This is an optimization exercise on Yosys and OpenROAD, whose aim is small area, a short achievable clock period and few clock cycles per item, not a production implementation. Function was not checked in any run shown here: the RTL went through the layout flow alone.

--- flow/design.v ---
module cordic_core (
    input  wire        clk,
    input  wire        rst,
    input  wire        start,
    input  wire [15:0] angle,
    output wire [15:0] sin_out,
    output wire [15:0] cos_out,
    output reg         busy
);
    reg  [15:0] u, v;        
    reg  [12:0] z;           
    reg  [3:0]  j;           
    reg         pu, pv;      
    reg         lpu, lpv;    
    reg         dv;          
    reg         cu0, cu1;    
    reg         cv0, cv1;    
    assign sin_out = u;
    assign cos_out = v;
    wire acc = start & ~busy;
    wire [13:0] th = angle[13:0];
    wire        d1 = th[13];
    wire        d2 = d1 ? (th >= 14'd13028) : (th >= 14'd3356);
    reg  [15:0] x3, y3;
    reg  [12:0] c3;          
    always @(*) begin
        case ({d1, d2})
            2'b00: begin x3 = 16'd16170; y3 = 16'd1245;  c3 = 13'd801;  end
            2'b01: begin x3 = 16'd13682; y3 = 16'd8707;  c3 = 13'd5911; end
            2'b10: begin x3 = 16'd8707;  y3 = 16'd13682; c3 = 13'd2281; end
            default: begin x3 = 16'd1245; y3 = 16'd16170; c3 = 13'd7391; end
        endcase
    end
    wire [15:0] uini = (angle[14] ? x3 : y3) ^ {16{angle[15]}};
    wire [15:0] vini = (angle[14] ? y3 : x3) ^ {16{angle[15] ^ angle[14]}};
    wire [12:0] at =
        (j == 4'd0)  ? 13'd1297 :
        (j == 4'd1)  ? 13'd651 :
        (j == 4'd2)  ? 13'd326 :
        (j == 4'd3)  ? 13'd163 :
        (j == 4'd4)  ? 13'd81 :
        (j == 4'd5)  ? 13'd41 :
        (j == 4'd6)  ? 13'd20 :
        (j == 4'd7)  ? 13'd10 :
        (j == 4'd8)  ? 13'd5 :
        (j == 4'd9)  ? 13'd3 :
        (j == 4'd10) ? 13'd1 :
        (j == 4'd11) ? 13'd1 : 13'd0;
    wire        d    = ~z[12];                  
    wire        zsub = ~busy | d;
    wire [12:0] za   = busy ? z : angle[12:0];
    wire [12:0] zb   = (busy ? at : c3) ^ {13{zsub}};
    wire [12:0] znxt;
    zadd ZADD (.a(za), .b(zb), .c(zsub), .y(znxt));
    wire        du   = d;                       
    wire        subu = du ^ ~pv;
    wire        subv = dv ^ pu;
    wire        mu   = busy ? ~du : v[15];
    wire        mv   = busy ? dv : u[15];
    wire        fixu = lpu & subu;
    wire        fixv = lpv & subv;
    wire        ciu  = du ? cu1 : cu0;          
    wire        civ  = dv ? cv1 : cv0;          
    wire        fu   = fixu ? ~du : v[15];
    wire        fv   = fixv ? dv : u[15];
    wire [12:0] sv1 = j[0] ? {fu, v[15:4]} : v[15:3];
    wire [12:0] sv2 = j[1] ? {{2{fu}}, sv1[12:2]} : sv1;
    wire [12:0] sv3 = j[2] ? {{4{fu}}, sv2[12:4]} : sv2;
    wire [12:0] sv4 = j[3] ? {{8{fu}}, sv3[12:8]} : sv3;
    wire [12:0] su1 = j[0] ? {fv, u[15:4]} : u[15:3];
    wire [12:0] su2 = j[1] ? {{2{fv}}, su1[12:2]} : su1;
    wire [12:0] su3 = j[2] ? {{4{fv}}, su2[12:4]} : su2;
    wire [12:0] su4 = j[3] ? {{8{fv}}, su3[12:8]} : su3;
    wire [15:0] opu = ({{3{fu}}, sv4} ^ {16{mu}}) ^ {14'd0, fixu, 1'b0};
    wire [15:0] opv = ({{3{fv}}, su4} ^ {16{mv}}) ^ {14'd0, fixv, 1'b0};
    wire [15:0] unxt, vnxt;
    uvadd UADD (.a(u), .b(opu), .c(ciu), .y(unxt));
    uvadd VADD (.a(v), .b(opv), .c(civ), .y(vnxt));
    wire lastn = busy & (j == 4'd10);           
    wire busyn = acc | (busy & (j != 4'd11));
    wire pun   = busy ? pu : angle[15];
    wire pvn   = busy ? pv : angle[15] ^ angle[14];
    wire ku    = ~pvn ^ (lastn & pun);           
    wire kv    = pun ^ (lastn & pvn);            
    always @(posedge clk or posedge rst) begin
        if (rst)
            busy <= 1'b0;
        else
            busy <= busyn;
    end
    always @(posedge clk) begin
        j   <= busy ? j + 4'd1 : (acc ? 4'd0 : 4'd12);
        lpu <= lastn & pu;
        lpv <= lastn & pv;
        z   <= znxt;
        pu  <= pun;
        pv  <= pvn;
        dv  <= ~znxt[12];
        cu0 <= busyn & ku;
        cu1 <= busyn & ~ku;
        cv0 <= busyn & kv;
        cv1 <= busyn & ~kv;
        u <= acc ? uini : unxt;
        v <= acc ? vini : vnxt;
    end
endmodule
module uvadd(input [15:0] a, input [15:0] b, input c, output [15:0] y);
  wire [15:0] p = a ^ b;
  wire [15:0] g0 = a & b;
  wire G_0_c = g0[0] | (p[0] & c);
  wire G_1_c = g0[1] | (p[1] & G_0_c);
  wire G_3_2 = g0[3] | (p[3] & g0[2]);
  wire P_3_2 = p[3] & p[2];
  wire G_5_4 = g0[5] | (p[5] & g0[4]);
  wire P_5_4 = p[5] & p[4];
  wire G_7_6 = g0[7] | (p[7] & g0[6]);
  wire P_7_6 = p[7] & p[6];
  wire G_9_8 = g0[9] | (p[9] & g0[8]);
  wire P_9_8 = p[9] & p[8];
  wire G_11_10 = g0[11] | (p[11] & g0[10]);
  wire P_11_10 = p[11] & p[10];
  wire G_13_12 = g0[13] | (p[13] & g0[12]);
  wire P_13_12 = p[13] & p[12];
  wire G_15_14 = g0[15] | (p[15] & g0[14]);
  wire P_15_14 = p[15] & p[14];
  wire G_2_c = g0[2] | (p[2] & G_1_c);
  wire G_3_c = G_3_2 | (P_3_2 & G_1_c);
  wire G_6_4 = g0[6] | (p[6] & G_5_4);
  wire P_6_4 = p[6] & P_5_4;
  wire G_7_4 = G_7_6 | (P_7_6 & G_5_4);
  wire P_7_4 = P_7_6 & P_5_4;
  wire G_10_8 = g0[10] | (p[10] & G_9_8);
  wire P_10_8 = p[10] & P_9_8;
  wire G_11_8 = G_11_10 | (P_11_10 & G_9_8);
  wire P_11_8 = P_11_10 & P_9_8;
  wire G_14_12 = g0[14] | (p[14] & G_13_12);
  wire P_14_12 = p[14] & P_13_12;
  wire G_15_12 = G_15_14 | (P_15_14 & G_13_12);
  wire P_15_12 = P_15_14 & P_13_12;
  wire G_4_c = g0[4] | (p[4] & G_3_c);
  wire G_5_c = G_5_4 | (P_5_4 & G_3_c);
  wire G_6_c = G_6_4 | (P_6_4 & G_3_c);
  wire G_7_c = G_7_4 | (P_7_4 & G_3_c);
  wire G_12_8 = g0[12] | (p[12] & G_11_8);
  wire P_12_8 = p[12] & P_11_8;
  wire G_13_8 = G_13_12 | (P_13_12 & G_11_8);
  wire P_13_8 = P_13_12 & P_11_8;
  wire G_14_8 = G_14_12 | (P_14_12 & G_11_8);
  wire P_14_8 = P_14_12 & P_11_8;
  wire G_15_8 = G_15_12 | (P_15_12 & G_11_8);
  wire P_15_8 = P_15_12 & P_11_8;
  wire G_8_c = g0[8] | (p[8] & G_7_c);
  wire G_9_c = G_9_8 | (P_9_8 & G_7_c);
  wire G_10_c = G_10_8 | (P_10_8 & G_7_c);
  wire G_11_c = G_11_8 | (P_11_8 & G_7_c);
  wire G_12_c = G_12_8 | (P_12_8 & G_7_c);
  wire G_13_c = G_13_8 | (P_13_8 & G_7_c);
  wire G_14_c = G_14_8 | (P_14_8 & G_7_c);
  wire G_15_c = G_15_8 | (P_15_8 & G_7_c);
  assign y = p ^ {G_14_c, G_13_c, G_12_c, G_11_c, G_10_c, G_9_c, G_8_c, G_7_c, G_6_c, G_5_c, G_4_c, G_3_c, G_2_c, G_1_c, G_0_c, c};
endmodule
module zadd(input [12:0] a, input [12:0] b, input c, output [12:0] y);
  assign y = a + b + {12'd0, c};
endmodule
--- flow/flow/run.sh ---
#!/bin/bash
set -o pipefail
export BUFFER_PORTS_ARGS="-buffer_cell sky130_fd_sc_hd__buf_1"
cat standard.sh > standard.sh.copy.log
bash standard.sh > standard.log 2>&1
--- flow/standard.sh ---
#!/bin/bash
# synth_recipe.tcl (not shown) runs the flow's synth.tcl, then flattens the netlist and writes it again
# the make line also repeats each setting of config.mk as NAME=value (left out here)
make -C /OpenROAD-flow-scripts/flow DESIGN_CONFIG=/design/flow/config.mk WORK_HOME=/design/flow/orfs CLKGATE_MAP_FILE= SYNTH_SCRIPT=/design/flow/synth_recipe.tcl "${@:-finish}"
--- flow/config.mk ---
export PLATFORM = sky130hd
export DESIGN_NAME = cordic_core
export DESIGN_NICKNAME = cordic_core
export VERILOG_FILES = /design/flow/design.v
export SDC_FILE = /design/flow/constraint.sdc
export NUM_CORES = 4
export LEC_CHECK = 0
export ABC_AREA = 1
export CAP_MARGIN = 20
export CORE_MARGIN = 2
export CORE_UTILIZATION = 40
export CTS_BUF_LIST = sky130_fd_sc_hd__clkbuf_8
export SETUP_SLACK_MARGIN = 1.5
export SLEW_MARGIN = 20
--- flow/constraint.sdc ---
create_clock -name core_clock -period 5.0 [get_ports {clk}]
set_input_delay 1.0000 -clock core_clock [delete_from_list [all_inputs] [get_ports {clk}]]
set_output_delay 1.0000 -clock core_clock [all_outputs]
set_load 0.01 [all_outputs]
==> impl_metrics.env, run 1 <==
export IMPL_start_util=0.409
export IMPL_slew_limit_headroom=0.617
export IMPL_tightest_slew_ps=574
export IMPL_critPathMaxStageDelay_ps=420
export IMPL_tns_ps=0
export IMPL_crit_fanout=13
export IMPL_ys_types=46
export IMPL_netlist_top_cell_by_area="nand2_1"
export IMPL_syn_inst=976
export IMPL_avgRoutedWirePerCell_um=15.5
export IMPL_ys_top_cells_by_area="nand2_1, dfxtp_1, ha_1"
export IMPL_crit_path_top_delay_cell="fa_2"
export IMPL_cp_buffers_inverters=5
export IMPL_syn_mean_instance_area_sq_um=6.09
export IMPL_clock_latency_ps=390
export IMPL_post_route_period_util=0.683
export IMPL_yosysMostFrequentCell="nand2_1"
export IMPL_met2_length_mm=8.53
export IMPL_crit_family="adder cells"
export IMPL_cts_htree_levels=3
export IMPL_synth_seq_cells=59
export IMPL_ant_nets=0
export IMPL_synth_edf_count=0
export IMPL_clockRootBuffer="clkbuf_8"
export IMPL_port_buffers=51
export IMPL_route_layer_met1_wl_mm=9.10
export IMPL_cts_tree="yes"
export IMPL_min_path_type="input port to asynchronous set/reset pin"
export IMPL_antennaDiodeCount=0
export IMPL_die_area_sq_um=15900
export IMPL_cp_start_kind="flip-flop"
export IMPL_r2r_end="u[9]"
export IMPL_cts_buffer_depth=2
export IMPL_path_clk_slew_ps=70
export IMPL_grtUsageTotal=0.236
export IMPL_grt_pass1_wl_mm=29.8
export IMPL_core_area_sq_um=14500
export IMPL_die_w_um=126
export IMPL_place_congestion=0.974
export IMPL_crit_arrival_ps=3690
export IMPL_top_layer_used="met4"
export IMPL_hold_viol_final=0
export IMPL_syn2layout_area_growth_pct=17.4
export IMPL_fp_dieH_um=126
export IMPL_cts_buffers_inserted=9
export IMPL_viasPerCell=5.28
export IMPL_hpwl_mm=14.3
export IMPL_r2r_slack_ps=1590
export IMPL_synth_common_cells="nand2_1, inv_1, nand3_1"
export IMPL_post_route_cells_drive_above_1_share=0.118
export IMPL_worstSetupPathType="flip-flop to flip-flop"
export IMPL_netlist_area_sq_um=5950
export IMPL_row_count=44
export IMPL_report_final_slew_viol_count=0
export IMPL_crit_top_cell="nand2_1"
export IMPL_cp_cell_sequence="buf_12 -> inv_8 -> nand2_1 -> nand2_1 -> nand2_1 -> o21ai_1 -> o21ai_1 -> inv_1 -> nand2_1 -> nand2_1 -> nand2_2 -> fa_2 -> fa_2 -> inv_1 -> nand3_1 -> nand3_2 -> nand4_1 -> nand3_2 -> inv_2 -> fa_2 -> xnor2_1 -> o21a_1"
export IMPL_final_cell_area_sq_um=6980
export IMPL_syn_num_nets=1047
export IMPL_route_detailed_drc=0
export IMPL_placed_area_sq_um=6280
export IMPL_timing_fmax_ghz=0.293
export IMPL_grt_max_degree=33
export IMPL_wl_met3_um=997
export IMPL_drt_pass1_iterations=5
export IMPL_fin_worst_skew_ps=13.6
export IMPL_period_needed_ps=3410
export IMPL_gr_total_overflow=0
export IMPL_yosysSeqAreaShare=0.199
export IMPL_totalWireLength_mm=19.0
export IMPL_drv_cap=0
export IMPL_antenna_found_initial=0
export IMPL_final_setup_viol_count=0
export IMPL_postSynth_asyncResetShare=0.0169
export IMPL_dominantRegCellSynth="dfxtp_1"
export IMPL_grt_pass1_vias=5796
export IMPL_place_inst=1187
export IMPL_reg2regPathDepth=22
export IMPL_synth_top_area_frac=0.205
export IMPL_fin_nets=1109
export IMPL_rsz0062_at_grt="true"
export IMPL_end_kind="flip-flop"
export IMPL_drtIter0Drc=464
export IMPL_n_fill_cell=1618
export IMPL_rr_startpoint="j[0]"
export IMPL_ios=52
export IMPL_synth_warnings=1
export IMPL_finalNonFillerCells=1227
export IMPL_status="timing/DRC/antenna clean"
export IMPL_required_ps=5270
export IMPL_clock_sinks=59
export IMPL_vias=6477
-- registers in the layout (all words and copies together), names as in the netlist --
register / cells
busy: 1
j: 4
lpu: 1
cu1: 1
pv: 1
cu0: 1
dv: 1
u: 16
cv1: 1
v: 16
lpv: 1
cv0: 1
z: 13
pu: 1
-- how the worst max path moves through the flow --
| stage | startpoint | endpoint | slack (ps) | cells after the start |
|---|---|---|---|---|
| floorplan | j[0] | u[9] | 1580 | 23 |
| global placement | j[2] | u[9] | 1140 | 17 |
| detailed placement | z[12] | u[9] | 1070 | 20 |
| CTS | j[0] | u[9] | 1490 | 21 |
| global route | j[0] | u[9] | 1440 | 20 |
| finish | j[0] | u[9] | 1590 | 22 |
-- through the flow --
stage                     hold WS [ps]  setup slack (ps)   util
after detailed placement           529              1070  0.432
after CTS                          407              1490  0.456
after global placement             528              1140  0.432
after floorplan                    491              1580      -
after global routing               428              1440  0.480
final                              417              1590  0.480
-- kinds of logic (layout without fill, tap and decap cells) --
group / after synthesis / in the layout / synth area share
AOI/OAI and AO/OA: 173 / 173 / 0.164
xor gates and xnor gates: 41 / 41 / 0.0604
adders and majority gates: 52 / 52 / 0.123
buffers and inverters: 163 / 230 / 0.109
DFF: 59 / 59 / 0.199
muxes: 4 / 4 / 0.00673
and+or+nand+nor: 484 / 484 / 0.338
-- layer usage --
| metal | track usage | vias up |
|---|---|---|
| li1 | - | 3290 |
| met1 | 0.331 | 2957 |
| met2 | 0.374 | 201 |
| met3 | 0.0412 | 29 |
| met4 | 0.0653 | 0 |
| met5 | 0 | - |
-- cells in the final DEF, fill, tap and decap left out, drive strengths merged --
cell type | Yosys | final
nand3 | 96 | 96
dfrtp | 1 | 1
nand2 | 328 | 328
o21ai | 96 | 96
nor3 | 8 | 8
a21boi | 3 | 3
nor4 | 1 | 1
mux2i | 4 | 4
a21o | 4 | 4
a22oi | 1 | 1
o31ai | 1 | 1
a31oi | 3 | 3
fa | 11 | 11
o22ai | 2 | 2
clkinvlp | 0 | 4
ha | 41 | 41
o221ai | 2 | 2
or2 | 3 | 3
and2 | 2 | 2
nand4 | 8 | 8
o31a | 1 | 1
nand3b | 1 | 1
nor2 | 37 | 37
o211ai | 6 | 6
xnor2 | 6 | 6
inv | 130 | 131
o21a | 3 | 3
clkbuf | 9 | 14
a22o | 1 | 1
o21bai | 9 | 9
xor2 | 35 | 35
a21oi | 40 | 40
dfxtp | 58 | 58
clkinv | 0 | 1
bufinv | 0 | 3
buf | 24 | 77
a221oi | 1 | 1
-- what timing repair did --
action | CTS | global route
hold buffers | 0 | 0
setup endpoints to repair | 18 | 23
pin swaps | 0 | 12
gates resized for setup | 29 | 50
cloned | 2 | 4
setup buffers | 2 | 16
-- final cells by class --
cell class                      count  area (sq um)  share of cell area
Sequential cell                    59          1210               0.173
Inverter                          130           499              0.0715
Clock buffer                        9           124              0.0177
Multi-Input combinational cell    754          4250               0.609
Timing Repair inverter              2          15.0             0.00215
Clock inverter                      7           124              0.0177
Timing Repair Buffer               82           528              0.0757
Tap cell                          184           230              0.0330
==> inputs of run 2 (changes only) <==
--- a/flow/design.v
+++ b/flow/design.v
@@ -125,36 +125,24 @@
   wire P_15_14 = p[15] & p[14];
-  wire G_2_c = g0[2] | (p[2] & G_1_c);
   wire G_3_c = G_3_2 | (P_3_2 & G_1_c);
-  wire G_6_4 = g0[6] | (p[6] & G_5_4);
-  wire P_6_4 = p[6] & P_5_4;
   wire G_7_4 = G_7_6 | (P_7_6 & G_5_4);
   wire P_7_4 = P_7_6 & P_5_4;
-  wire G_10_8 = g0[10] | (p[10] & G_9_8);
-  wire P_10_8 = p[10] & P_9_8;
   wire G_11_8 = G_11_10 | (P_11_10 & G_9_8);
   wire P_11_8 = P_11_10 & P_9_8;
-  wire G_14_12 = g0[14] | (p[14] & G_13_12);
-  wire P_14_12 = p[14] & P_13_12;
   wire G_15_12 = G_15_14 | (P_15_14 & G_13_12);
   wire P_15_12 = P_15_14 & P_13_12;
-  wire G_4_c = g0[4] | (p[4] & G_3_c);
-  wire G_5_c = G_5_4 | (P_5_4 & G_3_c);
-  wire G_6_c = G_6_4 | (P_6_4 & G_3_c);
   wire G_7_c = G_7_4 | (P_7_4 & G_3_c);
-  wire G_12_8 = g0[12] | (p[12] & G_11_8);
-  wire P_12_8 = p[12] & P_11_8;
-  wire G_13_8 = G_13_12 | (P_13_12 & G_11_8);
-  wire P_13_8 = P_13_12 & P_11_8;
-  wire G_14_8 = G_14_12 | (P_14_12 & G_11_8);
-  wire P_14_8 = P_14_12 & P_11_8;
   wire G_15_8 = G_15_12 | (P_15_12 & G_11_8);
   wire P_15_8 = P_15_12 & P_11_8;
+  wire G_15_c = G_15_8 | (P_15_8 & G_7_c);
+  wire G_11_c = G_11_8 | (P_11_8 & G_7_c);
+  wire G_5_c = G_5_4 | (P_5_4 & G_3_c);
+  wire G_9_c = G_9_8 | (P_9_8 & G_7_c);
+  wire G_13_c = G_13_12 | (P_13_12 & G_11_c);
+  wire G_2_c = g0[2] | (p[2] & G_1_c);
+  wire G_4_c = g0[4] | (p[4] & G_3_c);
+  wire G_6_c = g0[6] | (p[6] & G_5_c);
   wire G_8_c = g0[8] | (p[8] & G_7_c);
-  wire G_9_c = G_9_8 | (P_9_8 & G_7_c);
-  wire G_10_c = G_10_8 | (P_10_8 & G_7_c);
-  wire G_11_c = G_11_8 | (P_11_8 & G_7_c);
-  wire G_12_c = G_12_8 | (P_12_8 & G_7_c);
-  wire G_13_c = G_13_8 | (P_13_8 & G_7_c);
-  wire G_14_c = G_14_8 | (P_14_8 & G_7_c);
-  wire G_15_c = G_15_8 | (P_15_8 & G_7_c);
+  wire G_10_c = g0[10] | (p[10] & G_9_c);
+  wire G_12_c = g0[12] | (p[12] & G_11_c);
+  wire G_14_c = g0[14] | (p[14] & G_13_c);
   assign y = p ^ {G_14_c, G_13_c, G_12_c, G_11_c, G_10_c, G_9_c, G_8_c, G_7_c, G_6_c, G_5_c, G_4_c, G_3_c, G_2_c, G_1_c, G_0_c, c};
==> run 2 against run 1 <==
Effect of this change: still clean on timing, DRC and antenna; wire length down 2.1%; setup slack worse by 320 ps; cell count down 0.65%; die area up 0.17%; area after synthesis up 0.17%; via count down 3.1%; hold slack better by 22 ps; fmax down 8.5%; utilization up 2.4 points; clock-buffer cell count up 4; sequential share of layout area down 0.64 points; critical path type unchanged; critical endpoint is now v[15].
==> impl_metrics.env, run 2 <==
export IMPL_fin_worst_skew_ps=10.0
export IMPL_syn2layout_area_growth_pct=22.9
export IMPL_ios=52
export IMPL_hold_viol_final=0
export IMPL_ys_top_cells_by_area="dfxtp_1, nand2_1, ha_1"
export IMPL_antennaDiodeCount=0
export IMPL_postSynth_asyncResetShare=0.0169
export IMPL_worstSetupPathType="flip-flop to flip-flop"
export IMPL_grtUsageTotal=0.235
export IMPL_ant_nets=0
export IMPL_avgRoutedWirePerCell_um=15.2
export IMPL_cts_buffers_inserted=9
export IMPL_antenna_found_initial=0
export IMPL_yosysSeqAreaShare=0.199
export IMPL_reg2regPathDepth=23
export IMPL_fp_dieH_um=126
export IMPL_yosysMostFrequentCell="nand2_1"
export IMPL_die_w_um=126
export IMPL_viasPerCell=5.15
export IMPL_tightest_slew_ps=612
export IMPL_core_area_sq_um=14500
export IMPL_finalNonFillerCells=1219
export IMPL_route_detailed_drc=0
export IMPL_final_cell_mix="nand2_1, inv_1, o21ai_0, buf_4, buf_1"
export IMPL_path_clk_slew_ps=70
export IMPL_gr_total_overflow=0
export IMPL_netlist_top_cell_by_area="dfxtp_1"
export IMPL_synth_edf_count=0
export IMPL_place_congestion=0.912
export IMPL_start_util=0.410
export IMPL_syn_num_nets=1020
export IMPL_post_route_period_util=0.746
export IMPL_status="timing/DRC/antenna clean"
export IMPL_end_kind="flip-flop"
export IMPL_timing_fmax_ghz=0.268
export IMPL_cts_htree_levels=3
export IMPL_cp_cell_sequence="buf_12 -> buf_16 -> o21ai_2 -> nand2_1 -> nand2_2 -> o211ai_1 -> nand2_1 -> nand2_1 -> nand2_2 -> fa_2 -> fa_2 -> inv_2 -> a31o_4 -> nand2_4 -> nand2_4 -> a21boi_4 -> o21ai_2 -> a21boi_2 -> fa_2 -> xnor2_2 -> buf_4 -> a21oi_1 -> nor2_1"
export IMPL_crit_path_top_delay_cell="dfxtp_4"
export IMPL_critPathMaxStageDelay_ps=420
export IMPL_r2r_slack_ps=1270
export IMPL_clock_sinks=59
export IMPL_drtIter0Drc=466
export IMPL_crit_fanout=10
export IMPL_clockRootBuffer="clkbuf_8"
export IMPL_final_setup_viol_count=0
export IMPL_syn_inst=943
export IMPL_dominantRegCellSynth="dfxtp_1"
export IMPL_row_count=44
export IMPL_synth_seq_cells=59
export IMPL_tns_ps=0
export IMPL_min_path_type="input port to asynchronous set/reset pin"
export IMPL_placed_area_sq_um=6320
export IMPL_holdBufCountCts=0
export IMPL_post_route_cells_drive_above_1_share=0.209
export IMPL_reg_largest_list="u x16, v x16, z x13"
export IMPL_grt_pass1_wl_mm=29.6
export IMPL_fin_nets=1107
export IMPL_clock_latency_ps=370
export IMPL_port_buffers=51
export IMPL_grt_max_degree=36
export IMPL_cp_start_kind="flip-flop"
export IMPL_die_area_sq_um=15900
export IMPL_period_needed_ps=3730
export IMPL_hpwl_mm=14.1
export IMPL_layout_commonest_cell="nand2_1"
export IMPL_slew_limit_headroom=0.591
export IMPL_drt_pass1_iterations=5
export IMPL_totalWireLength_mm=18.6
export IMPL_synth_warnings=1
export IMPL_netlist_area_sq_um=5960
export IMPL_synth_top_area_frac=0.195
export IMPL_grt_pass1_vias=5791
export IMPL_drv_cap=0
export IMPL_final_cell_area_sq_um=7320
export IMPL_crit_arrival_ps=3990
export IMPL_report_final_slew_viol_count=0
export IMPL_rsz0062_at_grt="true"
export IMPL_required_ps=5260
export IMPL_syn_mean_instance_area_sq_um=6.32
export IMPL_ys_types=42
export IMPL_cts_buffer_depth=2
export IMPL_vias=6277
export IMPL_cts_tree="yes"
export IMPL_place_inst=1154
export IMPL_synth_common_cells="nand2_1, inv_1, o21ai_0"
## run 2: per-stage QoR
step | setup WS (ps) | util | hold WS, ps
2_1_floorplan | 1500 | - | 477
3_3_place_gp | 885 | 0.435 | 514
3_5_place_dp | 826 | 0.435 | 515
4_1_cts | 1440 | 0.480 | 426
5_1_grt | 1040 | 0.504 | 437
6_report | 1270 | 0.504 | 439
## run 2: timing repair
action | CTS | global route
pin swaps | 28 | 26
setup endpoints to repair | 24 | 18
setup buffers | 30 | 18
gates resized for setup | 59 | 68
gates cloned | 1 | 0
## run 2: final timing paths
path | start | to
worst min-delay path | rst | busy
worst min register to register | pv | lpv
max in group asynchronous | rst | busy
min in group core_clock | pv | lpv
worst max register to register | j[0] | v[15]
worst max-delay path | j[0] | v[15]
## run 2: cells by family after synthesis
group	synth area share
AOI/OAI and AO/OA	0.183
xor gates and xnor gates	0.0630
adders and majority gates	0.146
buffers and inverters	0.113
DFF	0.199
muxes	0.00504
and+or+nand+nor	0.292
## run 2: worst max-delay path: cells and delay by family, from the launching register on
| family | cells | cell delay [ps] |
|---|---|---|
| fa+ha+maj | 3 | 1160 |
| simple gates | 8 | 550 |
| compound gates | 7 | 900 |
| xor+xnor | 1 | 150 |
| flops | 1 | 420 |
| buf+inv | 4 | 430 |
## run 2: per-layer routing
layer | track usage | vias to the layer above | share of wire
li1 | - | 3202 | -
met1 | 0.326 | 2862 | 0.46
met2 | 0.378 | 192 | 0.46
met3 | 0.0374 | 21 | 0.061
met4 | 0.0666 | 0 | 0.019
met5 | 0 | - | 0
## run 2: area by class of cell
| class | instances | area, sq um |
|---|---|---|
| Timing Repair Buffer | 109 | 692 |
| Clock inverter | 3 | 37.5 |
| Fill cell | 1488 | 7210 |
| Sequential cell | 59 | 1220 |
| Inverter | 134 | 513 |
| Clock buffer | 13 | 179 |
| Tap cell | 184 | 230 |
| Multi-Input combinational cell | 717 | 4450 |

[separate check: timing with driven ports]
In the flow no input, the clock included, has a driving cell. The finished layouts below were timed again as built, in two steps.
Step 1: set_driving_cell puts a clkbuf_16 on clk and a buf_2 on each other input, an assumption about the parent block.
Step 2 also shifts input and output timing later by t, the mid clock arrival at the registers, as if the neighbouring blocks saw the same clock.
Slacks: ideal / step 1 / step 2; pairs: ideal / step 1.
run	shift t [ns]	slack for setup (ns)	slew at the worst register clock pin (ns)	cell pins on the clock port's net
run 1	0.416	1.587 / 1.587 / 1.322	0.09 / 0.09	1
run 2	0.405	1.271 / 1.271 / 1.271	0.07 / 0.07	1
After both steps setup and hold are still met in every run listed. The setup slack of run 1, which loses most, moves by 0.000 ns with the drivers and by -0.265 ns with both steps.
